This design comes from an exercise in tuning for small area on the open sky130 flow, not from production work. Function was checked by simulation only, so behaviour that the tests miss may differ from the original. Power is estimated from default activity; no workload was simulated.

--- design/flow/design.v ---
module fifo(clk, reset_n, rd_en, wr_en, d_in, d_out, full, empty, wr_ack, wr_err, rd_ack, rd_err, data_count, next_data_count);
  input clk, reset_n, rd_en, wr_en;
  input [31:0] d_in;
  output full, empty, wr_ack, wr_err, rd_ack, rd_err;
  output [3:0] data_count, next_data_count;
  output [31:0] d_out;
  reg [3:0] cnt;
  reg wack, rack, err;
  reg [31:0] mem0, mem1, mem2, mem3, mem4, mem5, mem6, mem7;
  wire is_full  = cnt[3];
  wire is_empty = (cnt == 4'd0);
  wire do_wr = wr_en & ~is_full;
  wire do_rd = rd_en & ~is_empty & ~do_wr;
  wire do_err = (wr_en & is_full & ~rd_en) | (rd_en & is_empty & ~wr_en);
  assign next_data_count = do_wr ? cnt + 4'd1 : do_rd ? cnt - 4'd1 : cnt;
  always @(posedge clk or negedge reset_n) begin
    if (!reset_n) begin
      cnt  <= 4'd0;
      wack <= 1'b0;
      rack <= 1'b0;
      err  <= 1'b0;
    end else begin
      cnt  <= next_data_count;
      wack <= do_wr;
      rack <= do_rd;
      err  <= do_err;
    end
  end
  always @(posedge clk) begin
    if (do_wr) begin
      mem0 <= d_in;
      mem1 <= mem0;
      mem2 <= mem1;
      mem3 <= mem2;
      mem4 <= mem3;
      mem5 <= mem4;
      mem6 <= mem5;
      mem7 <= mem6;
    end
  end
  reg [31:0] rdata;
  always @(*) begin
    case (cnt[2:0])
      3'd0: rdata = mem0;
      3'd1: rdata = mem1;
      3'd2: rdata = mem2;
      3'd3: rdata = mem3;
      3'd4: rdata = mem4;
      3'd5: rdata = mem5;
      3'd6: rdata = mem6;
      default: rdata = mem7;
    endcase
  end
  assign d_out = rack ? rdata : 32'd0;
  assign data_count = cnt;
  assign full = is_full;
  assign empty = is_empty;
  assign wr_ack = wack;
  assign rd_ack = rack;
  assign wr_err = err & cnt[3];
  assign rd_err = err & ~cnt[3];
endmodule
--- design/flow/run.sh ---
#!/bin/bash
# synth_recipe.tcl (not shown) runs the flow's synth.tcl, then flattens the netlist and writes it again
# the make line also repeats each setting of config.mk as NAME=value (left out here)
make -C /OpenROAD-flow-scripts/flow DESIGN_CONFIG=/design/flow/config.mk WORK_HOME=/design/flow/orfs CLKGATE_MAP_FILE= SYNTH_SCRIPT=/design/flow/synth_recipe.tcl finish
--- design/flow/config.mk ---
export PLATFORM = sky130hd
export DESIGN_NAME = fifo
export DESIGN_NICKNAME = fifo
export VERILOG_FILES = /design/flow/design.v
export SDC_FILE = /design/flow/constraint.sdc
export NUM_CORES = 4
export LEC_CHECK = 0
export CAP_MARGIN = 20
export CORE_MARGIN = 2
export CORE_UTILIZATION = 40
export SLEW_MARGIN = 20
--- design/flow/constraint.sdc ---
create_clock -name core_clock -period 5.0 [get_ports {clk}]
set_input_delay 1.0000 -clock core_clock [delete_from_list [all_inputs] [get_ports {clk}]]
set_output_delay 1.0000 -clock core_clock [all_outputs]
set_load 0.01 [all_outputs]
==> summary.txt, run 1 <==
status no timing/DRC/antenna violations; number of gates resized after CTS 0; first-pass GRT wire length about 34,000 µm; Syn Area/Cell roughly 18 µm²; fin util just under 50%; Initial DRC Count roughly 550; # rows a little under 60; initial core utilization just over 40%; setup violators final 0; Leakage 3.926 nW; P_int about 0.0053 W; CTS Sinks 263; count of buffers from port buffering 81; NetSw about 0.0025 W; max_cap viols 0; pin count of the biggest net entering global routing about 210; Cell variety after synth 40; die area 26,540 µm²; Post-Route WL 21,790 µm; Placement Setup Slack roughly 0.89 ns; CTS Buf Count 28; nature of the critical path startpoint flip-flop; Clk Latency, worst-skew pair around 0.53 ns; Final Wtd Congestion about 0.77; Synth-to-Final Area Change 21.16%; Vias/cell 5.674; H-tree levels 1; Ports roughly 80; CORE AREA 24,960 µm²; CTS tree done; setup_tns 0 ns; Slowest Stage Delay on Critical Path ~0.8 ns; capture point of the worst reg-to-reg path mem5[28]$_DFFE_PN_; clock root buffer clkbuf_16; Cells after Synth 576; final non-filler cell area between 10,000 and 15,000 µm²; Net Sw Frac roughly 32%; initial antenna violation count 0; Reg2Reg Setup Slack roughly 2.0 ns; CP max stage cell ha_2; RSZ-0062 raised after global routing no; grt total ovfl 0; Comb power frac 32.3%; CP endpoint kind output port; Synth area leader edfxtp_1; # DRC 0; Tot GR Track Use between 10% and 20%; register area share after synthesis between 70% and 80%; Clk network pwr share 29.0%; Pre-antenna DRT Iters 5; final period utilization around nine tenths; Ys Warns 1; total vias in the final route between 5,000 and 6,000; Syn Std Cell Area approximately 10,000 µm²; n_diodes 0; worst hold-check path type reg2reg; hold_buf cts 0; worst setup margin 0.4247 ns; hold_sp mem6[29]$_DFFE_PN_; clock transition at the registers of the reported paths approximately 0.06 ns; cells along the critical path inv_1, ha_2, or4_4, o21ai_1, a21oi_1, clkdlybuf4s50_1; Sequential Power Share around 39%; postcts setup bufs 0; Max Slew Vio Count 0; critical path peak fanout 35; DIE HEIGHT about 160 µm; WP data arrival ~3.6 ns; Syn Nets approximately 620; share of cells above drive strength 1 between 10 and 15%; fin crit period roughly 4.6 ns; reg2reg path depth 3; Die W ~160 µm; CTS Buffer Depth 3; Max VDD drop ~0.30 mV; vias in the first global route between 5,000 and 6,000; hpwl dp 11,720 µm; Hold Path Sink mem7[29]$_DFFE_PN_; Power Total around 0.0078 W; placed cell area approximately 11,000 µm²; power density cells between 600 and 700 nW/µm²; critical path required time 4.00 ns; FF+latch count, synth approximately 260; Fmax approximately 220 MHz; Slew @ Worst Pin 1.210 ns; Final nets between 600 and 700; Slew headroom about 19%; Crit Path Class reg2out; Synth top area share between 70% and 80%; Worst Hold Depth 0; final clock skew between 0.008 and 0.009 ns; number of fill cells 2,103; Routed Antenna Nets 0; leading cell types by total area after synthesis edfxtp_1, mux2_2, a22o_1, a221o_1, a221oi_1; Final Hold Viols 0; drt wl/cell approximately 22 µm; R2R Path Start cnt[3]$_DFF_PN0_
==> power by group through the flow <==
stage          sequential (W)  combinational [W]  clock, W
3_5_place_dp          0.00306            0.00253         0
4_1_cts               0.00302            0.00255   0.00231
3_3_place_gp          0.00304            0.00251         0
6_report              0.00302            0.00252   0.00226
5_1_grt               0.00305            0.00271   0.00239
2_1_floorplan         0.00297            0.00162         0
==> routing by layer <==
metal	share of wire (%)	vias to the layer above	track usage, %
li1	-	2539	-
met4	2.3	0	5.229
met2	49	192	26.21
met5	0	-	0
met1	44	2936	22.71
met3	5.1	41	2.368
==> sequential cells by signal, summed over array words and instances (netlist names), 32 cells and up <==
| signal | count |
|---|---|
| mem3 | 32 |
| mem4 | 32 |
| mem1 | 32 |
| mem6 | 32 |
| mem7 | 32 |
| mem5 | 32 |
| mem2 | 32 |
| mem0 | 32 |
==> logic make-up after synthesis <==
kind of cell | Yosys count | synth area share, %
buffers and inverters | 50 | 2.502
AND/OR/NAND/NOR | 24 | 1.474
flip-flops | 263 | 77.85
adder cells (fa/ha/maj) | 6 | 0.7433
XOR/XNOR | 1 | 0.08674
multiplexers | 29 | 3.233
AO/OA/AOI/OAI | 203 | 14.11
==> cells in the final DEF (no fill, tap or decap), types with 2 or more instances in the layout <==
cell type	count
edfxtp_1	256
clkdlybuf4s50_1	81
a21oi_1	40
a22o_1	31
mux2_2	29
clkbuf_16	29
o21ai_1	27
o21ai_0	27
a221oi_1	25
a221o_1	23
buf_4	11
a22oi_1	10
nand2_1	9
a32oi_1	6
a31oi_1	6
bufinv_16	6
dfrtp_1	5
ha_2	4
clkinv_1	4
inv_1	3
o21ai_2	3
clkinv_2	3
clkinvlp_4	3
clkbuf_8	3
clkbuf_1	3
inv_2	2
nor2b_1	2
nor3_1	2
nand3_1	2
ha_1	2
==> cell usage after synthesis <==
library cell / count
a221oi_1: 25
dfrtp_1: 7
and2_1: 1
a31oi_1: 6
o31a_1: 1
buf_4: 1
a32o_1: 1
nor2b_1: 3
a22o_1: 31
nand3_1: 2
a32oi_1: 6
and3_1: 1
o211ai_1: 1
a211oi_1: 1
a21oi_1: 40
nor3_1: 2
mux2_2: 29
buf_2: 24
xnor2_1: 1
ha_1: 6
inv_1: 3
buf_6: 4
nor3b_1: 1
o21ai_0: 27
or3b_4: 1
edfxtp_1: 256
nand2_1: 9
inv_2: 2
a22oi_1: 10
a211o_1: 1
or4_4: 1
clkbuf_1: 12
nor4b_1: 1
o21ai_1: 27
a221o_1: 23
buf_1: 3
o21ai_2: 3
nor2_1: 1
clkbuf_2: 1
nor4_4: 1
==> final cells by class <==
cell class	instances	area (µm²)	area share, %
Clock buffer	35	778.2	6.360
Clock inverter	17	244.0	1.994
Timing Repair Buffer	93	913.4	7.464
Inverter	5	18.77	0.1534
Sequential cell	263	7868	64.29
Tap cell	330	412.9	3.374
Multi-Input combinational cell	263	2002	16.36
==> worst max-delay path: cells and delay by family (launching register included) <==
kind / cells / cell delay [ns]
adder cells (fa/ha/maj): 1 / 0.80
AO/OA/AOI/OAI: 2 / 0.38
buffers and inverters: 2 / 0.72
AND/OR/NAND/NOR: 1 / 0.64
flip-flops: 1 / 0.46
==> worst max path at each step <==
stage	slack, ns	from	end
floorplan	0.47	wr_en	next_data_count[1]
CTS	0.32	cnt[0]$_DFF_PN0_	d_out[11]
global route	0.24	cnt[0]$_DFF_PN0_	d_out[11]
finish	0.42	cnt[0]$_DFF_PN0_	d_out[18]
global placement	0.97	cnt[0]$_DFF_PN0_	d_out[11]
detailed placement	0.89	cnt[0]$_DFF_PN0_	d_out[11]
==> per-stage QoR <==
stage / cells / hold WS [ns]
2_1_floorplan: 576 / 0.4204
3_3_place_gp: 954 / 0.4233
3_5_place_dp: 954 / 0.4315
4_1_cts: 1006 / 0.4456
5_1_grt: 1006 / 0.4503
6_report: 1006 / 0.4473
==> run 2: changes to the inputs <==
--- a/design/flow/design.v
+++ b/design/flow/design.v
@@ -38,20 +38,17 @@
       mem7 <= mem6;
     end
   end
-  reg [31:0] rdata;
-  always @(*) begin
-    case (cnt[2:0])
-      3'd0: rdata = mem0;
-      3'd1: rdata = mem1;
-      3'd2: rdata = mem2;
-      3'd3: rdata = mem3;
-      3'd4: rdata = mem4;
-      3'd5: rdata = mem5;
-      3'd6: rdata = mem6;
-      default: rdata = mem7;
-    endcase
-  end
-  assign d_out = rack ? rdata : 32'd0;
+  wire [7:0] sel;
+  genvar gi;
+  generate for (gi = 0; gi < 8; gi = gi + 1) begin : g_sel
+    assign sel[gi] = rack & (cnt[2:0] == gi);
+  end endgenerate
+  genvar gb;
+  generate for (gb = 0; gb < 32; gb = gb + 1) begin : g_rd
+    fifo_rd_bit rd_bit(.sel(sel),
+                       .d({mem7[gb], mem6[gb], mem5[gb], mem4[gb], mem3[gb], mem2[gb], mem1[gb], mem0[gb]}),
+                       .q(d_out[gb]));
+  end endgenerate
   assign data_count = cnt;
   assign full = is_full;
   assign empty = is_empty;
@@ -60,3 +57,22 @@
   assign wr_err = err & cnt[3];
   assign rd_err = err & ~cnt[3];
 endmodule
+module fifo_rd_bit(sel, d, q);
+  input [7:0] sel, d;
+  output q;
+  wire n0, n1, n2;
+  fifo_aoi222 a0(.a(sel[2:0]), .b(d[2:0]), .y(n0));
+  fifo_aoi222 a1(.a(sel[5:3]), .b(d[5:3]), .y(n1));
+  fifo_aoi22  a2(.a(sel[7:6]), .b(d[7:6]), .y(n2));
+  assign q = ~(n0 & n1 & n2);
+endmodule
+module fifo_aoi222(a, b, y);
+  input [2:0] a, b;
+  output y;
+  assign y = ~|(a & b);
+endmodule
+module fifo_aoi22(a, b, y);
+  input [1:0] a, b;
+  output y;
+  assign y = ~|(a & b);
+endmodule
--- a/design/flow/config.mk
+++ b/design/flow/config.mk
@@ -9,3 +9,5 @@
 export CORE_MARGIN = 2
 export CORE_UTILIZATION = 40
 export SLEW_MARGIN = 20
+export SYNTH_HIERARCHICAL = 1
+export SYNTH_MINIMUM_KEEP_SIZE = 0
==> run 2 against run 1 <==
  * Register-to-register slack got worse by 0.08 ns
  * Non-clock buffer count decreased by 6
  * Maximum frequency increased by 2.4%
  * Still clean
  * Global-route usage decreased by 0.82 points
  * Synthesized area decreased by 6.3%
  * Critical path depth increased by 1
  * Worst setup slack improved by 0.11 ns
==> summary.txt, run 2 <==
Vias/cell 5.705 (+0.55%); placed cell area 10,720 µm² (-4.4%); Sequential Power Share 48.8% (+10 points); clock transition at the registers of the reported paths 0.06 ns (about the same); cells along the critical path inv_1, ha_1, nor2b_2, and2_2, a222oi_1, nand3_1, clkdlybuf4s50_1; capture point of the worst reg-to-reg path mem7[16]$_DFFE_PP_; CTS tree done; RSZ-0062 raised after global routing no; Levels on crit path 7 (+1); Net Sw Frac 27.15% (-5.0 points); Slew @ Worst Pin 1.000 ns (-0.2099 ns); final clock skew 0.01523 ns (+0.006822 ns); ys flop type edfxtp_1; initial core utilization 40.56% (+0.10 points); Worst Hold Depth 0 (unchanged); CP endpoint kind output port; Hold Path Sink mem4[23]$_DFFE_PP_; clock root buffer clkbuf_16; WP data arrival 3.47 ns (-0.11 ns); number of fill cells 1,913 (-9.0%); # DRC 0 (unchanged); Ys Warns 7 (+6); highest-count cells in the layout ignoring fill and taps edfxtp_1, clkdlybuf4s50_1, a222oi_1; most common cell in the synthesized netlist edfxtp_1; Max VDD drop 0.3954 mV (+30%); n_diodes 0 (unchanged); Syn Std Cell Area 9463 µm² (-6.3%); Post-Route WL 19,040 µm (-13%); Cells after Synth 444 (-23%); Clk network pwr share 28.7% (-0.3 points); postcts setup bufs 0 (unchanged); Final Wtd Congestion 0.7687 (-0.61%); DR WL met3 1399 µm (+25%); Ports 82 (unchanged); Buf/Inv on CP 2 (unchanged); setup_tns 0 ns (unchanged); hold_buf cts 0 (unchanged); grt total ovfl 0 (unchanged); met1 WL 8567 µm (-10%); final non-filler cell area 11,470 µm² (-6.2%); share of cells above drive strength 1 14.81% (-0.13 points); H-tree levels 1 (unchanged); Reg2Reg Setup Slack 1.94 ns (-0.08 ns); Synth-to-Final Area Change 21.24% (about the same); setup violators final 0 (unchanged); Final Hold Viols 0 (unchanged); critical path peak fanout 32 (-8.6%); nature of the critical path startpoint flip-flop; CP delay by family, top simple AND/OR/NAND/NOR gates; DR top layer met4; CORE AREA 23,330 µm² (-6.5%); Syn Nets 487 (-21%); Crit Path Class reg2out; power density cells 539.1 nW/µm² (-15%); Fmax 223.8 MHz (+2.4%); status no timing/DRC/antenna violations; Reg area 7863 µm² (about the same); number of gates resized after CTS 0 (unchanged); P_int 0.004506 W (-15%); CTS Buf Count 27 (-3.6%); Final nets 599 (-14%); CP max stage cell and2_2; reg2reg path depth 4 (+1); fin crit period 4.469 ns (-0.1064 ns); Post-Place Cells 846 (-11%); final cell count without fillers 886 (-12%); commonest non-fill, non-tap cell in the layout edfxtp_1; Clk Latency, worst-skew pair 0.52 ns (about the same); Slew headroom 33.33% (+14 points); Multi-input gate area 1565 µm² (-22%); critical path required time 4.00 ns (about the same); Syn Area/Cell 21.31 µm² (+22%); Synth area leader edfxtp_1; metal2 WL 8725 µm (-18%); initial antenna violation count 0 (unchanged); worst hold-check path type reg2reg; max_cap viols 0 (unchanged); Routed Antenna Nets 0 (unchanged); Pre-antenna DRT Iters 8 (+3); total vias in the final route 5,055 (-11%); Leakage 3.629 nW (-7.6%); Async SR Flop Fraction 2.662% (unchanged); Tot GR Track Use 15.37% (-0.82 points); leading cell types by total area after synthesis edfxtp_1, a222oi_1, a22oi_2, dfrtp_1, nand3_1; # rows 56 (-3.4%); Max Slew Vio Count 0 (unchanged); count of buffers from port buffering 81 (unchanged); final period utilization 89.38% (-2.1 points); CTS Buffer Depth 3 (unchanged); Cell variety after synth 31 (-23%); Die W 157.8 µm (-3.1%); Comb power frac 22.5% (-9.8 points); hold_sp mem3[23]$_DFFE_PP_; drt wl/cell 21.49 µm (-0.81%); R2R Path Start cnt[3]$_DFF_PN0_; Synth top area share 81.24% (+5.1 points); FF+latch count, synth 263 (unchanged); hpwl dp 10,140 µm (-13%); Initial DRC Count 738 (+35%); Commonest cells post-synth edfxtp_1, a222oi_1, nand3_1, a22oi_2; NetSw 0.001679 W (-33%); Post-synth EDFFs 256 (unchanged); die area 24,900 µm² (-6.2%); DIE HEIGHT 157.8 µm (-3.1%); first-pass GRT wire length 29,760 µm (-11%); pin count of the biggest net entering global routing 177 (-15%); CTS Sinks 263 (unchanged); Slowest Stage Delay on Critical Path 0.78 ns (-0.02 ns); register area share after synthesis 83.09% (+5.2 points); vias in the first global route 5,158 (-12%)
==> run 2: logic make-up after synthesis <==
group | Yosys count | synth area share [%]
buf+inv | 9 | 0.5025
simple gates | 57 | 3.504
flops | 263 | 83.09
mux | 1 | 0.1058
xor+xnor | 1 | 0.09257
compound gates | 106 | 11.78
fa+ha+maj | 7 | 0.9255
==> run 2: area by class of cell <==
| cell class | instances | share of cell area, % |
|---|---|---|
| clock inverter | 7 | 0.4908 |
| tap | 319 | 3.479 |
| clock buffer | 33 | 6.086 |
| inverter | 5 | 0.1963 |
| timing repair buffer | 87 | 7.569 |
| sequential | 263 | 68.53 |
| multi-input combinational | 172 | 13.64 |
==> run 2: per-module statistics from Yosys, one instance, submodules excluded <==
module       area (µm²)  flip-flops and latches
fifo_aoi22        12.51                       0
fifo_rd_bit       5.005                       0
fifo_aoi222       10.01                       0
fifo               8262                     263
==> run 2: power groups by stage <==
stage          clock, W  sequential [W]  combinational (W)
2_1_floorplan         0         0.00305           0.000700
6_report        0.00177         0.00302            0.00139
4_1_cts         0.00182         0.00302            0.00142
3_5_place_dp          0         0.00306            0.00141
3_3_place_gp          0         0.00304            0.00139
5_1_grt         0.00190         0.00306            0.00151
==> run 2: stage by stage <==
stage	total power, W	setup slack (ns)	utilization, %	hold slack [ns]
final	0.006185	0.5310	49.17	0.4429
after global routing	0.006463	0.3450	49.17	0.4511
after CTS	0.006258	0.5185	49.17	0.4467
after detailed placement	0.004466	0.9639	45.94	0.4350
after global placement	0.004428	1.117	45.94	0.4307
after floorplan	0.003748	-1.201	-	0.4252
==> run 2: worst max path at each step <==
stage / start / end / slack [ns]
after global placement: wr_en / mem1[20]$_DFFE_PP_ / 1.12
final: cnt[0]$_DFF_PN0_ / d_out[13] / 0.53
after global routing: cnt[0]$_DFF_PN0_ / d_out[31] / 0.34
after floorplan: wr_en / next_data_count[1] / -1.20
after CTS: cnt[0]$_DFF_PN0_ / d_out[21] / 0.52
after detailed placement: wr_en / mem2[20]$_DFFE_PP_ / 0.96
==> run 2: metal layers <==
metal / up-vias / global-route usage, %
met5: - / 0
met4: 0 / 4.286
met3: 28 / 3.394
met2: 206 / 23.29
met1: 2611 / 22.49
li1: 2210 / -
==> run 2: worst register-to-register path, cell delays in order, from the launching register on <==
cell        delay [ns]
dfrtp_1           0.58
nand2b_4          0.26
clkinvlp_4        0.11
buf_12            0.62
buf_4             1.08
==> run 3: changes to the inputs <==
==> design/flow/flow/run.sh (new file) <==
#!/bin/bash
# Standard ORFS layout with two changes: port buffers use the smallest buffer
# cell, and CTS adds no dummy load cells.
set -euo pipefail
export BUFFER_PORTS_ARGS="-buffer_cell sky130_fd_sc_hd__buf_1"
export CTS_ARGS="-sink_clustering_enable -repair_clock_nets -dont_use_dummy_load"
bash standard.sh > flow_make.log 2>&1
==> design/flow/standard.sh (new file) <==
#!/bin/bash
# synth_recipe.tcl (not shown) runs the flow's synth.tcl, then flattens the netlist and writes it again
# the make line also repeats each setting of config.mk as NAME=value (left out here)
make -C /OpenROAD-flow-scripts/flow DESIGN_CONFIG=/design/flow/config.mk WORK_HOME=/design/flow/orfs CLKGATE_MAP_FILE= SYNTH_SCRIPT=/design/flow/synth_recipe.tcl "${@:-finish}"
removed: design/flow/run.sh
==> run 3 against run 2 <==
  * Still clean
  * Core utilization decreased by 2.6 points
  * Via count fell by 2.0%
  * Register-to-register slack better by 0.86 ns
  * First-iteration DRC count down 0.68%
  * Global-route usage is 0.43 points lower
  * Combinational power shrank 22%
  * Worst setup slack gained 0.49 ns
  * Worst hold slack lost 0.068 ns
  * Count of clock-buffer cells in the layout fell by 6
  * Design area is 5.2% lower
  * Routed wire length shrank 2.0%
  * Critical path type unchanged
  * Largest power group unchanged
==> summary.txt, run 3 <==
Ports 82 (unchanged); total vias in the final route 4,955 (-2.0%); Post-Route WL 18,660 µm (-2.0%); Initial DRC Count 733 (-0.68%); multiplexer area fraction after synthesis 0.1058% (unchanged); Synth top area share 81.24% (unchanged); Slew @ Worst Pin 1.106 ns (+0.1062 ns); # DRC 0 (unchanged); Ys Warns 7 (unchanged); clock transition at the registers of the reported paths 0.05 ns (about the same); Slowest Stage Delay on Critical Path 0.70 ns (-0.08 ns); drt wl/cell 21.42 µm (-0.30%); highest-count cells in the layout ignoring fill and taps edfxtp_1, buf_1, a222oi_1; clock root buffer clkbuf_16; Fmax 251.4 MHz (+12%); Max VDD drop 0.3472 mV (-12%); grt total ovfl 0 (unchanged); Buf/Inv on CP 2 (unchanged); Slew headroom 26.25% (-7.1 points); CORE AREA 23,330 µm² (unchanged); setup_tns 0 ns (unchanged); fin crit period 3.977 ns (-0.4917 ns); Synth area leader edfxtp_1; NetSw 0.001641 W (-2.3%); CTS Sinks 263 (unchanged); CTS tree done; pin count of the biggest net entering global routing 187 (+5.6%); WP data arrival 2.98 ns (-0.49 ns); FF+latch count, synth 263 (unchanged); CTS Buf Count 27 (unchanged); Sequential Power Share 52.3% (+3.5 points); Power Total 0.005777 W (-6.6%); CP endpoint kind output port; Clk network pwr share 28.9% (+0.2 points); Vias/cell 5.689 (-0.29%); register area share after synthesis 83.09% (unchanged); initial core utilization 40.56% (unchanged); Commonest cells post-synth edfxtp_1, a222oi_1, nand3_1, a22oi_2; CTS Buffer Depth 3 (unchanged); largest family of logic cells by synthesized area compound AO/OA/AOI/OAI gates; max_cap viols 0 (unchanged); Final nets 597 (-0.33%); Cell variety after synth 31 (unchanged); CP delay by family, top simple AND/OR/NAND/NOR gates; Simple-Gate Fraction of Synth Area 3.504% (unchanged); critical path required time 4.00 ns (about the same); count of buffers from port buffering 81 (unchanged); Syn Area/Cell 21.31 µm² (unchanged); Leakage 3.372 nW (-7.1%); Cells after Synth 444 (unchanged); vias in the first global route 5,051 (-2.1%); P_int 0.004136 W (-8.2%); ys flop type edfxtp_1; Tot GR Track Use 14.95% (-0.43 points); Crit Path Class reg2out; status no timing/DRC/antenna violations; Final Hold Viols 0 (unchanged); hold_buf cts 0 (unchanged); initial antenna violation count 0 (unchanged); cells along the critical path inv_1, ha_1, nor2b_2, and2_2, a222oi_1, nand3_1, buf_1; Max Slew Vio Count 0 (unchanged); share of cells above drive strength 1 14.13% (-0.68 points); Syn Nets 487 (unchanged); final period utilization 79.55% (-9.8 points); Die W 157.8 µm (unchanged); Synth-to-Final Area Change 14.90%; # rows 56 (unchanged); n_diodes 0 (unchanged); CP max stage cell and2_2; Async SR Flop Fraction 2.662% (unchanged); Adder-Cell Fraction of Synth Area 0.9256% (unchanged); setup violators final 0 (unchanged); XOR/XNOR Fraction of Synth Area 0.09256% (unchanged); Net Sw Frac 28.40% (+1.3 points); DIE HEIGHT 157.8 µm (unchanged); H-tree levels 1 (unchanged); power density cells 531.3 nW/µm² (-1.4%); Post-synth EDFFs 256 (unchanged); Clk Latency, worst-skew pair 0.52 ns (about the same); nature of the critical path startpoint flip-flop; Final Wtd Congestion 0.7708 (+0.27%); Syn Std Cell Area 9463 µm² (unchanged); most common cell in the synthesized netlist edfxtp_1; number of gates resized after CTS 0 (unchanged); first-pass GRT wire length 28,790 µm (-3.3%); critical path peak fanout 32 (unchanged); leading cell types by total area after synthesis edfxtp_1, a222oi_1, a22oi_2, dfrtp_1, nand3_1; Routed Antenna Nets 0 (unchanged); final clock skew 0.01287 ns (-0.002355 ns); worst hold-check path type in2async; die area 24,900 µm² (unchanged); commonest non-fill, non-tap cell in the layout edfxtp_1; Compound-Gate Fraction of Synth Area 11.78% (unchanged); Pre-antenna DRT Iters 5 (-3); hpwl dp 10,030 µm (-1.1%); RSZ-0062 raised after global routing no; Comb power frac 18.8% (-3.7 points); postcts setup bufs 0 (unchanged)
run 3: changes by cell type in the layout (fill, tap and decap cells not counted), sizes merged:
cell,before,now
buf,6,85
bufinv,1,0
clkbuf,33,27
clkdlybuf4s50,81,0
clkinv,6,0
run 3: final timing paths:
kind                                    start                  to  slack (ns)  cells past startpoint
max                          cnt[0]$_DFF_PN0_            d_out[1]        1.02                      7
min                                   reset_n       err$_DFF_PN0_        0.37                      1
max reg2reg                  cnt[3]$_DFF_PN0_  mem6[29]$_DFFE_PP_        2.80                      3
min reg2reg                mem3[12]$_DFFE_PP_  mem4[12]$_DFFE_PP_        0.44                      0
max in group asynchronous             reset_n      rack$_DFF_PN0_        4.36                      1
min in group core_clock    mem3[12]$_DFFE_PP_  mem4[12]$_DFFE_PP_        0.44                      0
run 3: cell families (layout without fill, tap and decap cells):
logic type,after synthesis,count (layout)
DFF,263,263
AOI/OAI and AO/OA,106,106
and+or+nand+nor,57,57
buffers and inverters,9,117
adders and majority gates,7,7
xor gates and xnor gates,1,1
muxes,1,1
run 3: metal layers:
| metal | vias up | wire [µm] | part of all wire, % | global-route usage (%) |
|---|---|---|---|---|
| met3 | 31 | 1343 | 7.2 | 2.737 |
| met4 | 0 | 397 | 2.1 | 3.853 |
| met5 | - | 0 | 0 | 0 |
| li1 | 2187 | - | - | - |
| met1 | 2517 | 8590 | 46 | 22.82 |
| met2 | 220 | 8329 | 45 | 22.13 |
run 3: cell type report:
| type | count | area (µm²) |
|---|---|---|
| multi-input combinational | 172 | 1567 |
| tap | 319 | 399.1 |
| timing repair buffer | 85 | 346.6 |
| clock buffer | 27 | 675.6 |
| fill | 1959 | 12460 |
| inverter | 5 | 22.52 |
| sequential | 263 | 7863 |
run 3: stage by stage:
step	std cells	setup WS (ns)	util [%]	instance area, µm²	hold slack, ns
floorplan	444	-1.201	-	9482	0.4252
global placement	844	1.623	43.70	10200	0.4317
detailed placement	844	1.495	43.70	10200	0.4343
CTS	871	0.9435	46.59	10870	0.3647
global route	871	0.7567	46.60	10870	0.3806
finish	871	1.023	46.60	10870	0.3749
run 3: per-module statistics from Yosys, one instance, submodules excluded:
module,cell area [µm²],cells
fifo,8262,316
fifo_aoi222,10.01,1
fifo_rd_bit,5.005,1
fifo_aoi22,12.51,1
run 3: power by group through the flow:
stage / clock [W] / sequential (W) / combinational [W]
after floorplan: 0 / 0.00305 / 0.000700
after global placement: 0 / 0.00303 / 0.00109
after detailed placement: 0 / 0.00306 / 0.00111
after CTS: 0.00172 / 0.00302 / 0.00111
after global routing: 0.00180 / 0.00306 / 0.00121
final: 0.00167 / 0.00302 / 0.00109
==> run 4: changes to the inputs <==
--- a/design/flow/design.v
+++ b/design/flow/design.v
@@ -8,11 +8,16 @@
   reg wack, rack, err;
   reg [31:0] mem0, mem1, mem2, mem3, mem4, mem5, mem6, mem7;
   wire is_full  = cnt[3];
-  wire is_empty = (cnt == 4'd0);
+  wire is_empty = ~(cnt[3] | cnt[2] | cnt[1] | cnt[0]);
   wire do_wr = wr_en & ~is_full;
   wire do_rd = rd_en & ~is_empty & ~do_wr;
   wire do_err = (wr_en & is_full & ~rd_en) | (rd_en & is_empty & ~wr_en);
-  assign next_data_count = do_wr ? cnt + 4'd1 : do_rd ? cnt - 4'd1 : cnt;
+  wire [3:0] tgl;
+  assign tgl[0] = do_wr | do_rd;
+  assign tgl[1] = (do_wr & cnt[0]) | (do_rd & ~cnt[0]);
+  assign tgl[2] = (do_wr & cnt[0] & cnt[1]) | (do_rd & ~cnt[0] & ~cnt[1]);
+  assign tgl[3] = (do_wr & cnt[0] & cnt[1] & cnt[2]) | (do_rd & cnt[3]);
+  assign next_data_count = cnt ^ tgl;
   always @(posedge clk or negedge reset_n) begin
     if (!reset_n) begin
       cnt  <= 4'd0;
@@ -60,19 +65,13 @@
 module fifo_rd_bit(sel, d, q);
   input [7:0] sel, d;
   output q;
-  wire n0, n1, n2;
+  wire n0, n1;
   fifo_aoi222 a0(.a(sel[2:0]), .b(d[2:0]), .y(n0));
   fifo_aoi222 a1(.a(sel[5:3]), .b(d[5:3]), .y(n1));
-  fifo_aoi22  a2(.a(sel[7:6]), .b(d[7:6]), .y(n2));
-  assign q = ~(n0 & n1 & n2);
+  assign q = ~(n0 & n1) | (sel[6] & d[6]) | (sel[7] & d[7]);
 endmodule
 module fifo_aoi222(a, b, y);
   input [2:0] a, b;
   output y;
   assign y = ~|(a & b);
 endmodule
-module fifo_aoi22(a, b, y);
-  input [1:0] a, b;
-  output y;
-  assign y = ~|(a & b);
-endmodule
==> design/flow/flow/run.sh (replaced) <==
#!/bin/bash
# Standard ORFS layout with these changes: port buffers use the smallest buffer
# cell, and CTS uses chosen clock buffers, larger sink clusters and no dummy loads.
set -euo pipefail
export BUFFER_PORTS_ARGS="-buffer_cell sky130_fd_sc_hd__buf_1"
export CTS_ARGS="-sink_clustering_enable -repair_clock_nets -dont_use_dummy_load -buf_list {sky130_fd_sc_hd__clkbuf_16} -sink_clustering_size 35 -sink_clustering_max_diameter 60"
bash standard.sh > flow_make.log 2>&1
==> run 4 against run 3 <==
  * Maximum frequency up 1.2%
  * Worst hold slack better by 0.023 ns
  * Worst setup slack gained 0.049 ns
  * Core utilization is 0.63 points lower
==> summary.txt, run 4 <==
Ports 82 (unchanged); Syn Std Cell Area 9211 µm² (-2.7%); Routed Antenna Nets 0 (unchanged); RSZ-0062 raised after global routing no; CORE AREA 22,640 µm² (-3.0%); # DRC 0 (unchanged); Comb power frac 13.1% (-5.7 points); Max VDD drop 0.2309 mV (-34%); Synth-to-Final Area Change 13.00%; CP endpoint kind output port; postcts setup bufs 0 (unchanged); CTS tree done; Syn Nets 477 (-2.1%); Syn Area/Cell 20.89 µm² (-2.0%); Initial DRC Count 813 (+11%); Crit Path Class reg2out; number of gates resized after CTS 0 (unchanged); commonest non-fill, non-tap cell in the layout edfxtp_1; nature of the critical path startpoint flip-flop; Async SR Flop Fraction 2.662% (unchanged); # rows 55 (-1.8%); Sequential Power Share 60.4% (+8.1 points); Post-Route WL 18,230 µm (-2.3%); n_diodes 0 (unchanged); CTS Buf Count 18 (-33%); Clk Latency, worst-skew pair 0.50 ns (-0.02 ns); Slew headroom 26.72% (+0.47 points); Slew @ Worst Pin 1.097 ns (-0.009585 ns); Commonest cells post-synth edfxtp_1, a222oi_1, a22oi_1, nand3_1, nor2_1; initial antenna violation count 0 (unchanged); Clk network pwr share 26.5% (-2.4 points); hpwl dp 9930 µm (-0.98%); Synth area leader edfxtp_1; Leakage 3.344 nW (-0.84%); Synth top area share 83.46% (+2.2 points); final cell count without fillers 826 (-5.2%); highest-count cells in the layout ignoring fill and taps edfxtp_1, buf_1, a222oi_1; max_cap viols 0 (unchanged); share of cells above drive strength 1 6.839% (-7.3 points); Reg2Reg Setup Slack 2.52 ns (-0.28 ns); NetSw 0.001255 W (-24%); vias in the first global route 4,815 (-4.7%); FF+latch count, synth 263 (unchanged); worst setup margin 1.071 ns (+0.04876 ns); Ys Warns 7 (unchanged); Net Sw Frac 25.81% (-2.6 points); fin crit period 3.929 ns (-0.04876 ns); critical path required time 4.00 ns (about the same); register area share after synthesis 85.36% (+2.3 points); Max Slew Vio Count 0 (unchanged); Final Wtd Congestion 0.7318 (-5.1%); Final nets 579 (-3.0%); worst hold-check path type in2async; initial core utilization 40.69% (+0.13 points); Tot GR Track Use 14.75% (-0.20 points); setup violators final 0 (unchanged); drt wl/cell 22.07 µm (+3.0%); R2R Path Start cnt[3]$_DFF_PN0_; Vias/cell 5.921 (+4.1%); capture point of the worst reg-to-reg path mem7[12]$_DFFE_PN_; CTS Buffer Depth 3 (unchanged); power density cells 467.0 nW/µm² (-12%); leading cell types by total area after synthesis edfxtp_1, a222oi_1, a22oi_1, dfrtp_1, nand3_1; first-pass GRT wire length 28,030 µm (-2.6%); reg2reg path depth 3 (unchanged); clock root buffer clkbuf_16; die area 24,260 µm² (-2.6%); H-tree levels 1 (unchanged); Placement Setup Slack 1.498 ns (+0.002740 ns); status no timing/DRC/antenna violations; Post-Place Cells 808 (-4.3%); Pre-antenna DRT Iters 5 (unchanged); Cells after Synth 441 (-0.68%); CTS Sinks 263 (unchanged); Post-synth EDFFs 256 (unchanged); DIE HEIGHT 155.8 µm (-1.3%); clock transition at the registers of the reported paths 0.07 ns (+0.02 ns); most common cell in the synthesized netlist edfxtp_1; total vias in the final route 4,891 (-1.3%); Die W 155.8 µm (-1.3%); Fmax 254.5 MHz (+1.2%); critical path peak fanout 32 (unchanged); ys flop type edfxtp_1; Final Hold Viols 0 (unchanged); Cell variety after synth 32 (+3.2%); WP data arrival 2.93 ns (-0.05 ns); grt total ovfl 0 (unchanged); pin count of the biggest net entering global routing 96 (-49%); count of buffers from port buffering 81 (unchanged); number of fill cells 1,903 (-2.9%); P_int 0.003607 W (-13%); final clock skew 0.04994 ns (+0.03707 ns); hold_buf cts 0 (unchanged); final period utilization 78.57% (-0.98 points)
## run 4: final cells by class
type	count	area, µm²	share of cell area [%]
inverters	2	7.507	0.07212
well taps	285	356.6	3.426
clock buffers	18	450.4	4.327
flip-flops and latches	263	7863	75.54
multi-input cells	171	1379	13.25
repair buffers	87	352.8	3.390
## run 4: per-module statistics from Yosys (local to each module, per instance)
module / area, µm² / cells / flip-flops and latches
fifo: 8170 / 313 / 263
fifo_aoi222: 10.01 / 1 / 0
fifo_rd_bit: 12.51 / 2 / 0
## run 4: kinds of logic (layout without fill, tap and decap cells)
logic type             count (synthesis)  count (layout)  synth area share [%]
multiplexers                           1               1                0.1087
AND/OR/NAND/NOR                       62              62                 3.572
buffers and inverters                  7             107                0.3804
AO/OA/AOI/OAI                        107             107                 10.49
flip-flops                           263             263                 85.36
XOR/XNOR                               1               1               0.09510
## run 4: worst max-delay path: stages (launching register included)
cell and delay [ns]:
dfrtp_1 0.63, nand2_1 0.33, nor2_4 0.86, a22oi_1 0.26, nand3_1 0.20, buf_1 0.17
## run 4: power groups by stage
stage | Combinational, W | Sequential, W | Clock [W]
detailed placement | 0.000650 | 0.00298 | 0
global route | 0.000705 | 0.00297 | 0.00141
global placement | 0.000642 | 0.00296 | 0
CTS | 0.000652 | 0.00294 | 0.00134
finish | 0.000638 | 0.00293 | 0.00129
floorplan | 0.000415 | 0.00292 | 0
## run 4: how the worst max path moves through the flow
stage	from	endpoint	slack (ns)	cells after the start
after detailed placement	wr_en	mem0[11]$_DFFE_PN_	1.50	4
after global routing	cnt[0]$_DFF_PN0_	d_out[10]	0.86	5
after CTS	cnt[0]$_DFF_PN0_	d_out[15]	1.0	5
after floorplan	wr_en	next_data_count[2]	-1.38	3
final	cnt[0]$_DFF_PN0_	d_out[3]	1.07	5
after global placement	cnt[0]$_DFF_PN0_	d_out[15]	1.55	5
## run 4: through the flow
| stage | power (W) | hold WS (ns) | area, µm² | util [%] | setup TNS, ns |
|---|---|---|---|---|---|
| finish | 0.004861 | 0.3984 | 10410 | 45.97 | 0 |
| detailed placement | 0.003632 | 0.4320 | 9955 | 43.97 | 0 |
| global route | 0.005085 | 0.4091 | 10410 | 45.97 | 0 |
| global placement | 0.003597 | 0.4297 | 9955 | 43.97 | 0 |
| CTS | 0.004928 | 0.3980 | 10410 | 45.96 | 0 |
| floorplan | 0.003336 | 0.4252 | 9221 | - | -87.17 |
## run 4: routing by layer
layer	wire [µm]	GRT usage (%)	up-vias
li1	-	-	2169
met1	8157	22.81	2494
met2	8343	22.06	211
met3	1504	2.694	17
met4	224	2.971	0
met5	0	0	-
==> run 5: changes to the inputs <==
==> design/flow/flow/run.sh (replaced) <==
#!/bin/bash
# Standard ORFS layout with these changes: port buffers use the smallest buffer
# cell, and CTS uses chosen clock buffers, larger sink clusters and no dummy loads.
set -euo pipefail
export BUFFER_PORTS_ARGS="-buffer_cell sky130_fd_sc_hd__buf_1"
export CTS_ARGS="-sink_clustering_enable -repair_clock_nets -dont_use_dummy_load -buf_list {sky130_fd_sc_hd__clkbuf_16} -sink_clustering_size 32 -sink_clustering_max_diameter 100"
bash standard.sh > flow_make.log 2>&1
==> run 5 against run 4 <==
  * Clock skew fell by 0.015 ns
  * Global-route usage fell by 0.15 points
  * First-iteration DRC count fell by 3.0%
  * Sequential cell count did not move
  * Sequential share of layout area rose by 1.1 points
  * Sequential power barely moved
  * Critical path type unchanged
==> summary.txt, run 5 <==
status no timing/DRC/antenna violations; CORE AREA 22,640 µm² (unchanged); die area 24,260 µm² (unchanged); hold_buf cts 0 (unchanged); Final nets 573 (-1.0%); grt total ovfl 0 (unchanged); most common cell in the synthesized netlist edfxtp_1; Slowest Stage Delay on Critical Path 0.86 ns (about the same); placed cell area 9955 µm² (unchanged); initial antenna violation count 0 (unchanged); highest-count cells in the layout ignoring fill and taps edfxtp_1, buf_1, a222oi_1; critical path required time 4.00 ns (about the same); Clk Latency, worst-skew pair 0.48 ns (-0.02 ns); CP max stage cell nor2_4; Fmax 253.5 MHz (-0.41%); Synth-to-Final Area Change 11.37%; final period utilization 78.89% (+0.32 points); Syn Nets 477 (unchanged); Routed Antenna Nets 0 (unchanged); share of cells above drive strength 1 5.794% (-1.0 points); DIE HEIGHT 155.8 µm (unchanged); clock root buffer clkbuf_16; vias in the first global route 4,767 (-1.0%); Slew headroom 25.18% (-1.5 points); first-pass GRT wire length 27,830 µm (-0.74%); nature of the critical path startpoint flip-flop; # rows 55 (unchanged); CTS Buffer Depth 3 (unchanged); Async SR Flop Fraction 2.662% (unchanged); WHS 0.3983 ns (-0.0001210 ns); postcts setup bufs 0 (unchanged); n_diodes 0 (unchanged); final cell count without fillers 820 (-0.73%); H-tree levels 1 (unchanged); commonest non-fill, non-tap cell in the layout edfxtp_1; Pre-antenna DRT Iters 6 (+1); NetSw 0.001208 W (-3.7%); number of fill cells 1,922 (+1.0%); number of gates resized after CTS 0 (unchanged); CTS tree done; total vias in the final route 4,883 (-0.16%); leading cell types by total area after synthesis edfxtp_1, a222oi_1, a22oi_1, dfrtp_1, nand3_1; # DRC 0 (unchanged); Sequential Power Share 63.6% (+3.2 points); Vias/cell 5.955 (+0.57%); RSZ-0062 raised after global routing no; Net Sw Frac 26.21% (+0.41 points); Synth top area share 83.46% (unchanged); WP data arrival 2.94 ns (about the same); P_int 0.003401 W (-5.7%); Power Total 0.004609 W (-5.2%); drt wl/cell 22.05 µm (about the same); CP endpoint kind output port; Ys Warns 7 (unchanged); CTS Buf Count 12 (-6); Post-synth EDFFs 256 (unchanged); Slew @ Worst Pin 1.120 ns (+0.02311 ns); fin crit period 3.945 ns (+0.01602 ns); Syn Area/Cell 20.89 µm² (unchanged); hpwl dp 9930 µm (unchanged); Ports 82 (unchanged); Synth area leader edfxtp_1; critical path peak fanout 32 (unchanged); register area share after synthesis 85.36% (unchanged); Cells after Synth 441 (unchanged); Cell variety after synth 32 (unchanged); Leakage 3.270 nW (-2.2%); Die W 155.8 µm (unchanged); final non-filler cell area 10,260 µm² (-1.4%); ys flop type edfxtp_1; Comb power frac 13.9% (+0.8 points); Post-Route WL 18,090 µm (-0.79%); max_cap viols 0 (unchanged); Initial DRC Count 789 (-3.0%); Commonest cells post-synth edfxtp_1, a222oi_1, a22oi_1, nand3_1, nor2_1; power density cells 449.3 nW/µm² (-3.8%); Syn Std Cell Area 9211 µm² (unchanged); Post-Place Cells 808 (unchanged); initial core utilization 40.69% (unchanged); worst hold-check path type in2async; count of buffers from port buffering 81 (unchanged); setup violators final 0 (unchanged); Final Hold Viols 0 (unchanged); Max VDD drop 0.1775 mV (-23%); final clock skew 0.03522 ns (-0.01472 ns); clock transition at the registers of the reported paths 0.11 ns (+0.04 ns); FF+latch count, synth 263 (unchanged); Clk network pwr share 22.5% (-4.0 points); CTS Sinks 263 (unchanged); Tot GR Track Use 14.59% (-0.15 points); Max Slew Vio Count 0 (unchanged); fin util 45.31% (-0.66 points); Crit Path Class reg2out; pin count of the biggest net entering global routing 96 (unchanged); Final Wtd Congestion 0.7318 (unchanged); cells along the critical path nand2_1, nor2_4, a22oi_1, nand3_1, buf_1
-- run 5: final timing paths --
kind | start | endpoint | slack [ns] | depth (start not counted)
max reg2reg | cnt[3]$_DFF_PN0_ | mem7[0]$_DFFE_PN_ | 2.50 | 3
min in group core_clock | mem2[28]$_DFFE_PN_ | mem3[28]$_DFFE_PN_ | 0.42 | 0
max | cnt[0]$_DFF_PN0_ | d_out[3] | 1.06 | 5
min reg2reg | mem2[28]$_DFFE_PN_ | mem3[28]$_DFFE_PN_ | 0.42 | 0
max in group asynchronous | reset_n | wack$_DFF_PN0_ | 4.30 | 1
min | reset_n | cnt[1]$_DFF_PN0_ | 0.40 | 1
-- run 5: worst max-delay path: cells and delay by family (launching register included) --
kind	cells	cell delay, ns
DFF	1	0.64
buffers and inverters	1	0.17
and+or+nand+nor	3	1.40
AOI/OAI and AO/OA	1	0.27
-- run 5: area by class of cell --
| class | instances | area, µm² | share of cell area (%) |
|---|---|---|---|
| flip-flops and latches | 263 | 7863 | 76.64 |
| multi-input cells | 171 | 1379 | 13.44 |
| well taps | 285 | 356.6 | 3.476 |
| repair buffers | 87 | 352.8 | 3.439 |
| clock buffers | 12 | 300.3 | 2.927 |
| inverters | 2 | 7.507 | 0.07318 |
-- run 5: through the flow --
step	setup TNS (ns)	setup WS, ns
2_1_floorplan	-87.17	-1.385
3_3_place_gp	0	1.545
3_5_place_dp	0	1.498
4_1_cts	0	0.9971
5_1_grt	0	0.8492
6_report	0	1.055
-- run 5: metal layers --
layer / global-route usage [%] / wire, µm / up-vias
met2: 22.12 / 8256 / 217
met5: 0 / 0 / -
met4: 2.315 / 165 / 0
li1: - / - / 2159
met3: 2.333 / 1402 / 12
met1: 22.81 / 8260 / 2495
-- run 5: power by group through the flow --
stage / combinational, W / clock, W / sequential (W)
finish: 0.000642 / 0.00104 / 0.00293
global route: 0.000705 / 0.00115 / 0.00297
CTS: 0.000651 / 0.00108 / 0.00293
detailed placement: 0.000650 / 0 / 0.00298
global placement: 0.000642 / 0 / 0.00296
floorplan: 0.000415 / 0 / 0.00292
-- run 5: cells by family after synthesis --
family | Yosys count | synth area share (%)
buffers and inverters | 7 | 0.3804
xor gates and xnor gates | 1 | 0.09510
AOI/OAI and AO/OA | 107 | 10.49
DFF | 263 | 85.36
and+or+nand+nor | 62 | 3.572
muxes | 1 | 0.1087
-- run 5: Yosys stat by module, one instance, submodules excluded --
module	copies in the design	flip-flops and latches	area [µm²]	cells
fifo	1	263	8170	313
fifo_rd_bit	32	0	12.51	2
fifo_aoi222	64	0	10.01	1
==> run 6: changes to the inputs <==
==> design/flow/flow/run.sh (replaced) <==
#!/bin/bash
# Standard ORFS layout with these changes: port buffers use the smallest buffer
# cell, and CTS uses chosen clock buffers, larger sink clusters and no dummy loads.
set -euo pipefail
export BUFFER_PORTS_ARGS="-buffer_cell sky130_fd_sc_hd__buf_1"
export CTS_ARGS="-sink_clustering_enable -repair_clock_nets -dont_use_dummy_load -buf_list {sky130_fd_sc_hd__clkbuf_8} -sink_clustering_size 18 -sink_clustering_max_diameter 60"
bash standard.sh > flow_make.log 2>&1
==> run 6 against run 5 <==
  * Still clean on timing, DRC and antenna
  * Sequential cell count unchanged
  * Count of clock-buffer cells in the layout rose by 7
  * Critical path depth stayed put
  * Largest cell class unchanged
==> summary.txt, run 6 <==
Syn Std Cell Area 9211 µm² (unchanged); setup violators final 0 (unchanged); Async SR Flop Fraction 2.662% (unchanged); register area share after synthesis 85.36% (unchanged); CTS Buf Count 19 (+7); hold_buf cts 0 (unchanged); clock root buffer clkbuf_8; Max VDD drop 0.1645 mV (-7.3%); capture point of the worst reg-to-reg path mem3[0]$_DFFE_PN_; status no timing/DRC/antenna violations; Fmax 250.7 MHz (-1.1%); first-pass GRT wire length 28,060 µm (+0.82%); initial core utilization 40.69% (unchanged); hpwl dp 9930 µm (unchanged); RSZ-0062 raised after global routing no; Power Total 0.004526 W (-1.8%); critical path required time 4.00 ns (about the same); # rows 55 (unchanged); highest-count cells in the layout ignoring fill and taps edfxtp_1, buf_1, a222oi_1; Post-Route WL 18,290 µm (+1.1%); Final Wtd Congestion 0.7318 (unchanged); Clk Latency, worst-skew pair 0.52 ns (+0.04 ns); CP max stage cell nor2_4; Synth area leader edfxtp_1; number of gates resized after CTS 0 (unchanged); setup_tns 0 ns (unchanged); Reg2Reg Setup Slack 2.53 ns (+0.03 ns); nature of the critical path startpoint flip-flop; cells along the critical path nand2b_1, nor2_4, a222oi_1, nand3_1, buf_1; Synth-to-Final Area Change 10.95%; Post-synth EDFFs 256 (unchanged); WHS 0.3540 ns (-0.04425 ns); Final Hold Viols 0 (unchanged); drt wl/cell 22.11 µm (+0.26%); fin crit period 3.989 ns (+0.04442 ns); reg2reg path depth 3 (unchanged); fin util 45.14% (-0.17 points); H-tree levels 1 (unchanged); Syn Nets 477 (unchanged); final cell count without fillers 827 (+0.85%); CTS Buffer Depth 3 (unchanged); critical path peak fanout 32 (unchanged); Routed Antenna Nets 0 (unchanged); Slew headroom 25.16% (about the same); worst hold-check path type in2async; Post-Place Cells 808 (unchanged); Max Slew Vio Count 0 (unchanged); CP Launch Point cnt[1]$_DFF_PN0_; clock transition at the registers of the reported paths 0.11 ns (about the same); Die W 155.8 µm (unchanged); ys flop type edfxtp_1; postcts setup bufs 0 (unchanged); total vias in the final route 4,949 (+1.4%); # DRC 0 (unchanged); FF+latch count, synth 263 (unchanged); Crit Path Class reg2out; CORE AREA 22,640 µm² (unchanged); CTS Sinks 263 (unchanged); n_diodes 0 (unchanged); Tot GR Track Use 14.80% (+0.21 points); grt total ovfl 0 (unchanged); share of cells above drive strength 1 7.011% (+1.2 points); Commonest cells post-synth edfxtp_1, a222oi_1, a22oi_1, nand3_1, nor2_1; pin count of the biggest net entering global routing 96 (unchanged); Vias/cell 5.984 (+0.49%); leading cell types by total area after synthesis edfxtp_1, a222oi_1, a22oi_1, dfrtp_1, nand3_1; DIE HEIGHT 155.8 µm (unchanged); die area 24,260 µm² (unchanged); WP data arrival 2.99 ns (+0.05 ns); Cell variety after synth 32 (unchanged); Ports 82 (unchanged); Setup crit end d_out[10]; most common cell in the synthesized netlist edfxtp_1; commonest non-fill, non-tap cell in the layout edfxtp_1; Leakage 3.258 nW (-0.34%); final clock skew 0.04502 ns (+0.009804 ns); power density cells 442.8 nW/µm² (-1.4%); Ys Warns 7 (unchanged); Slowest Stage Delay on Critical Path 0.89 ns (+0.03 ns); vias in the first global route 4,818 (+1.1%); final period utilization 79.78% (+0.89 points); initial antenna violation count 0 (unchanged); number of fill cells 1,931 (+0.47%); Cells after Synth 441 (unchanged); CTS tree done; Initial DRC Count 743 (-5.8%); Final nets 580 (+1.2%); count of buffers from port buffering 81 (unchanged); CP endpoint kind output port; Synth top area share 83.46% (unchanged); max_cap viols 0 (unchanged); Pre-antenna DRT Iters 6 (unchanged); Slew @ Worst Pin 1.120 ns (+0.0002943 ns); R2R Path Start cnt[3]$_DFF_PN0_; Syn Area/Cell 20.89 µm² (unchanged)
==> run 6: changes by cell type in the layout (fill, tap and decap cells not counted) <==
cell	delta
clkbuf_8	+19
clkbuf_16	-12
==> run 6: cells by family after synthesis <==
family | share of synthesized area (%)
xor+xnor | 0.09510
flops | 85.36
buf+inv | 0.3804
simple gates | 3.572
compound gates | 10.49
mux | 0.1087
==> run 6: layout make-up <==
cell class                      instances  area [µm²]  share of cell area (%)
Clock buffer                           19       261.5                   2.559
Inverter                                2       7.507                 0.07346
Multi-Input combinational cell        171        1379                   13.49
Sequential cell                       263        7863                   76.93
Tap cell                              285       356.6                   3.489
Timing Repair Buffer                   87       352.8                   3.452
==> run 6: where the power goes <==
part / switching [W] / total [W] / leakage [nW] / internal, W
registers: 0.000175 / 0.00293 / 2.59 / 0.00276
logic: 0.000434 / 0.000642 / 0.532 / 0.000208
clock network: 0.000608 / 0.000952 / 0.137 / 0.000344
total: 0.00122 / 0.00453 / 3.26 / 0.00331
==> run 6: how the worst min path moves through the flow <==
stage                  startpoint  slack [ns]            endpoint  cells after the start
2_1_floorplan   mem0[0]$_DFFE_PN_        0.43   mem1[0]$_DFFE_PN_                      0
3_3_place_gp   mem6[17]$_DFFE_PN_        0.43  mem7[17]$_DFFE_PN_                      0
3_5_place_dp   mem3[22]$_DFFE_PN_        0.43  mem4[22]$_DFFE_PN_                      0
4_1_cts                   reset_n        0.34    cnt[1]$_DFF_PN0_                      1
5_1_grt                   reset_n        0.35    cnt[2]$_DFF_PN0_                      1
6_report                  reset_n        0.35    cnt[1]$_DFF_PN0_                      1
==> run 6: per-module statistics from Yosys, one instance, submodules excluded <==
| module | cells inside | times used |
|---|---|---|
| fifo | 313 | 1 |
| fifo_aoi222 | 1 | 64 |
| fifo_rd_bit | 2 | 32 |
==> run 6: stage by stage <==
stage | setup WS, ns | cell area [µm²]
2_1_floorplan | -1.385 | 9221
3_3_place_gp | 1.545 | 9955
3_5_place_dp | 1.498 | 9955
4_1_cts | 0.9566 | 10220
5_1_grt | 0.8027 | 10220
6_report | 1.011 | 10220
==> run 6: critical path, delay by kind of cell, from the launching register on <==
kind | cells | cell delay (ns)
AND/OR/NAND/NOR | 3 | 1.28
flip-flops | 1 | 0.71
AO/OA/AOI/OAI | 1 | 0.26
buffers and inverters | 1 | 0.20
==> run 6: routing by layer <==
layer	part of all wire (%)	global-route usage (%)	vias up
met4	1.4	3.189	0
li1	-	-	2169
met2	45	21.98	246
met3	8.8	2.778	23
met5	0	0	-
met1	45	22.91	2511
==> run 7: changes to the inputs <==
==> design/flow/flow/run.sh (replaced) <==
#!/bin/bash
# Standard ORFS layout with these changes: after floorplan, synthesis buffers
# are removed and cells set to their smallest size (downsize.tcl); port buffers
# use the smallest buffer cell; CTS uses clkbuf_8, larger sink clusters and no
# dummy loads.
set -euo pipefail
here=$(cd "$(dirname "$0")" && pwd)
export POST_FLOORPLAN_TCL="$here/downsize.tcl"
export BUFFER_PORTS_ARGS="-buffer_cell sky130_fd_sc_hd__buf_1"
export CTS_ARGS="-sink_clustering_enable -repair_clock_nets -dont_use_dummy_load -buf_list {sky130_fd_sc_hd__clkbuf_4} -sink_clustering_size 12 -sink_clustering_max_diameter 50"
bash standard.sh > flow_make.log 2>&1
==> design/flow/flow/downsize.tcl (new file) <==
# After floorplan: drop the buffers synthesis inserted and give every
# combinational cell its smallest drive strength. Placement's repair_design and
# the later repair_timing passes add back whatever drive the layout needs.
remove_buffers
set n 0
foreach inst [get_cells *] {
  set master [get_property $inst ref_name]
  if {![regexp {^(sky130_fd_sc_hd__[a-z0-9]+)_([0-9]+)$} $master -> base sz]} { continue }
  if {[regexp {__(df|edf|sdf|dl|tap|fill|decap|conb|clk)} $base]} { continue }
  if {$sz <= 1} { continue }
  set lc [get_lib_cells -quiet ${base}_1]
  if {$lc == ""} { continue }
  replace_cell $inst $lc
  incr n
}
puts "downsize.tcl: resized $n cells to drive strength 1"
--- a/design/flow/config.mk
+++ b/design/flow/config.mk
@@ -7,7 +7,7 @@
 export LEC_CHECK = 0
 export CAP_MARGIN = 20
 export CORE_MARGIN = 2
-export CORE_UTILIZATION = 40
+export CORE_UTILIZATION = 65
 export SLEW_MARGIN = 20
 export SYNTH_HIERARCHICAL = 1
 export SYNTH_MINIMUM_KEEP_SIZE = 0
==> run 7 against run 6 <==
  * Still clean on timing, DRC and antenna
  * Sequential share of layout area increased by 1.6 points
  * Final cell count is 12% lower
  * Worst hold slack worse by 0.10 ns
  * Register-to-register slack improved by 0.40 ns
  * Count of clock-buffer cells in the layout is 6 higher
  * Total power shrank 3.3%
  * Critical endpoint is now d_out[7]
  * Clock power shrank 13%
  * Clock skew decreased by 0.014 ns
==> summary.txt, run 7 <==
Fmax 247.4 MHz (-1.3%); R2R Path Start cnt[3]$_DFF_PN0_; Synth top area share 83.46% (unchanged); final period utilization 80.85% (+1.1 points); Synth-to-Final Area Change 8.625%; Tot GR Track Use 22.28% (+7.5 points); Ports 82 (unchanged); final clock skew 0.03151 ns (-0.01352 ns); placed cell area 9818 µm² (-1.4%); # rows 43 (-22%); Slew headroom 29.65% (+4.5 points); CP delay by family, top simple AND/OR/NAND/NOR gates; Cell variety after synth 32 (unchanged); RSZ-0062 raised after global routing no; CTS tree done; H-tree levels 1 (unchanged); highest-count cells in the layout ignoring fill and taps edfxtp_1, buf_1, a222oi_1; clock root buffer clkbuf_4; hold_buf cts 0 (unchanged); number of gates resized after CTS 0 (unchanged); FF+latch count, synth 263 (unchanged); Crit Path Class reg2out; Post-Route WL 16,720 µm (-8.5%); Compound-Gate Fraction of Synth Area 10.49% (unchanged); share of cells above drive strength 1 7.299% (+0.29 points); hpwl dp 9002 µm (-9.3%); postcts setup bufs 0 (unchanged); max_cap viols 0 (unchanged); CP max stage cell nor2_4; n_diodes 0 (unchanged); total vias in the final route 4,880 (-1.4%); Final nets 586 (+1.0%); Buf/Inv on CP 1 (unchanged); Max VDD drop 0.3229 mV (+96%); Cells after Synth 441 (unchanged); vias in the first global route 4,819 (+0.021%); clock transition at the registers of the reported paths 0.12 ns (about the same); Adder-Cell Fraction of Synth Area 0% (unchanged); XOR/XNOR Fraction of Synth Area 0.09508% (unchanged); CP Launch Point cnt[0]$_DFF_PN0_; CORE AREA 13,880 µm² (-39%); largest family of logic cells by synthesized area compound AO/OA/AOI/OAI gates; Syn Area/Cell 20.89 µm² (unchanged); WHS 0.2518 ns (-0.1023 ns); Syn Nets 477 (unchanged); CTS Sinks 263 (unchanged); multiplexer area fraction after synthesis 0.1087% (unchanged); Synth area leader edfxtp_1; Vias/cell 6.703 (+12%); Pre-antenna DRT Iters 8 (+2); Syn Std Cell Area 9211 µm² (unchanged); Routed Antenna Nets 0 (unchanged); commonest non-fill, non-tap cell in the layout edfxtp_1; initial antenna violation count 0 (unchanged); WP data arrival 3.04 ns (+0.05 ns); reg2reg path depth 2 (-1); Commonest cells post-synth edfxtp_1, a222oi_1, a22oi_1, nand3_1, nor2_1; Final Hold Viols 0 (unchanged); register area share after synthesis 85.36% (unchanged); final non-filler cell area 10,010 µm² (-2.1%); grt total ovfl 0 (unchanged); initial core utilization 66.36% (+26 points); most common cell in the synthesized netlist edfxtp_1; CP endpoint kind output port; Slowest Stage Delay on Critical Path 0.85 ns (-0.04 ns); Final Wtd Congestion 0.7673 (+4.9%); critical path peak fanout 32 (unchanged); drt wl/cell 22.97 µm (+3.9%); die area 15,140 µm² (-38%); status no timing/DRC/antenna violations; cells along the critical path nand2_1, nor2_4, a222oi_1, nand3_1, buf_1; Max Slew Vio Count 0 (unchanged); Async SR Flop Fraction 2.662% (unchanged); Reg2Reg Setup Slack 2.93 ns (+0.40 ns); critical path required time 4.00 ns (about the same); # DRC 0 (unchanged); Ys Warns 7 (unchanged); fin crit period 4.042 ns (+0.05339 ns); pin count of the biggest net entering global routing 193 (+100%); Clk Latency, worst-skew pair 0.65 ns (+0.13 ns); Slew @ Worst Pin 1.053 ns (-0.06724 ns); CTS Buffer Depth 3 (unchanged); Die W 123.0 µm (-21%); Simple-Gate Fraction of Synth Area 3.572% (unchanged); setup violators final 0 (unchanged); DIE HEIGHT 123.0 µm (-21%); Leakage 3.237 nW (-0.67%); power density cells 437.2 nW/µm² (-1.3%); ys flop type edfxtp_1; count of buffers from port buffering 81 (unchanged); worst hold-check path type in2async; Post-synth EDFFs 256 (unchanged); CTS Buf Count 25 (+6); first-pass GRT wire length 25,740 µm (-8.3%); capture point of the worst reg-to-reg path mem3[22]$_DFFE_PN_; nature of the critical path startpoint flip-flop; Initial DRC Count 795 (+7.0%); leading cell types by total area after synthesis edfxtp_1, a222oi_1, a22oi_1, dfrtp_1, nand3_1
## run 7: cell counts after synthesis
Identical to the previous run, type by type.
## run 7: how the worst max path moves through the flow
| stage | to | slack (ns) | cells past startpoint |
|---|---|---|---|
| 3_5_place_dp | d_out[7] | 1.65 | 5 |
| 5_1_grt | d_out[3] | 0.68 | 5 |
| 6_report | d_out[7] | 0.96 | 5 |
| 4_1_cts | d_out[7] | 0.92 | 5 |
| 2_1_floorplan | next_data_count[2] | -1.38 | 3 |
| 3_3_place_gp | d_out[0] | 1.71 | 5 |
## run 7: metal layers
metal	routed length, µm	GRT usage [%]
met1	7046	33.97
met2	8054	34.19
met3	1297	3.598
met4	326	6.463
met5	0	0
## run 7: kinds of logic (layout without fill, tap and decap cells)
| family | Yosys count | after routing |
|---|---|---|
| xor+xnor | 1 | 1 |
| buf+inv | 7 | 114 |
| flops | 263 | 263 |
| simple gates | 62 | 62 |
| compound gates | 107 | 107 |
| mux | 1 | 1 |
## run 7: where the power goes
part           total [W]  internal (W)  switching, W
logic           0.000613      0.000207      0.000406
registers        0.00293       0.00276      0.000172
clock network   0.000832      0.000231      0.000601
## run 7: modules after synthesis (local to each module, per instance)
module | flops+latches | cell area (µm²) | copies in the design | cells
fifo | 263 | 8170 | 1 | 313
fifo_aoi222 | 0 | 10.01 | 64 | 1
fifo_rd_bit | 0 | 12.51 | 32 | 2
## run 7: area by class of cell
class,count,area (µm²)
flip-flops and latches,263,7863
fillers,873,3875
clock buffers,25,187.7
multi-input cells,171,1361
repair buffers,87,361.6
well taps,180,225.2
inverters,2,7.507
## run 7: through the flow
stage | setup TNS (ns) | cells | setup WS [ns] | utilization (%) | power [W]
after floorplan | -87.17 | 441 | -1.385 | - | 0.003336
after global placement | 0 | 703 | 1.708 | 70.73 | 0.003562
after detailed placement | 0 | 703 | 1.646 | 70.73 | 0.003597
after CTS | 0 | 728 | 0.9244 | 72.08 | 0.004415
after global routing | 0 | 728 | 0.6840 | 72.08 | 0.004580
final | 0 | 728 | 0.9576 | 72.08 | 0.004375
## run 7: worst reg2reg max path: stages (launching register included)
cell and delay (ns):
dfrtp_1 0.58, nor2b_4 0.28, buf_12 0.62

## afterwards: timing with drivers on the ports
Ports are ideal in the flow. The routed layouts listed here were re-timed in OpenROAD. Step 1, drivers: a clkbuf_16 drives clk and a buf_2 each remaining input, both assumed. Step 2 times the ports against the registers' clock, not the clock port: input delays grow and output delays shrink by t, the midpoint of the rising clock arrivals with the driver on. a / b / c = ideal / step 1 / step 2; a / b = the first two.
| run | shift t [ns] | slack for setup (ns) | worst setup path at the end |
|---|---|---|---|
| run 1 | 0.576 | 0.425 / 0.379 / 0.955 | register to output |
| run 2 | 0.562 | 0.531 / 0.483 / 0.920 | input to register |
| run 3 | 0.555 | 1.023 / 0.977 / 1.532 | register to output |
| run 4 | 0.521 | 1.071 / 1.028 / 1.549 | register to output |
| run 5 | 0.504 | 1.055 / 1.013 / 1.517 | register to output |
| run 6 | 0.538 | 1.011 / 0.973 / 1.511 | register to output |
| run 7 | 0.669 | 0.958 / 0.922 / 1.592 | register to output |
After both steps every run listed still meets setup and hold.
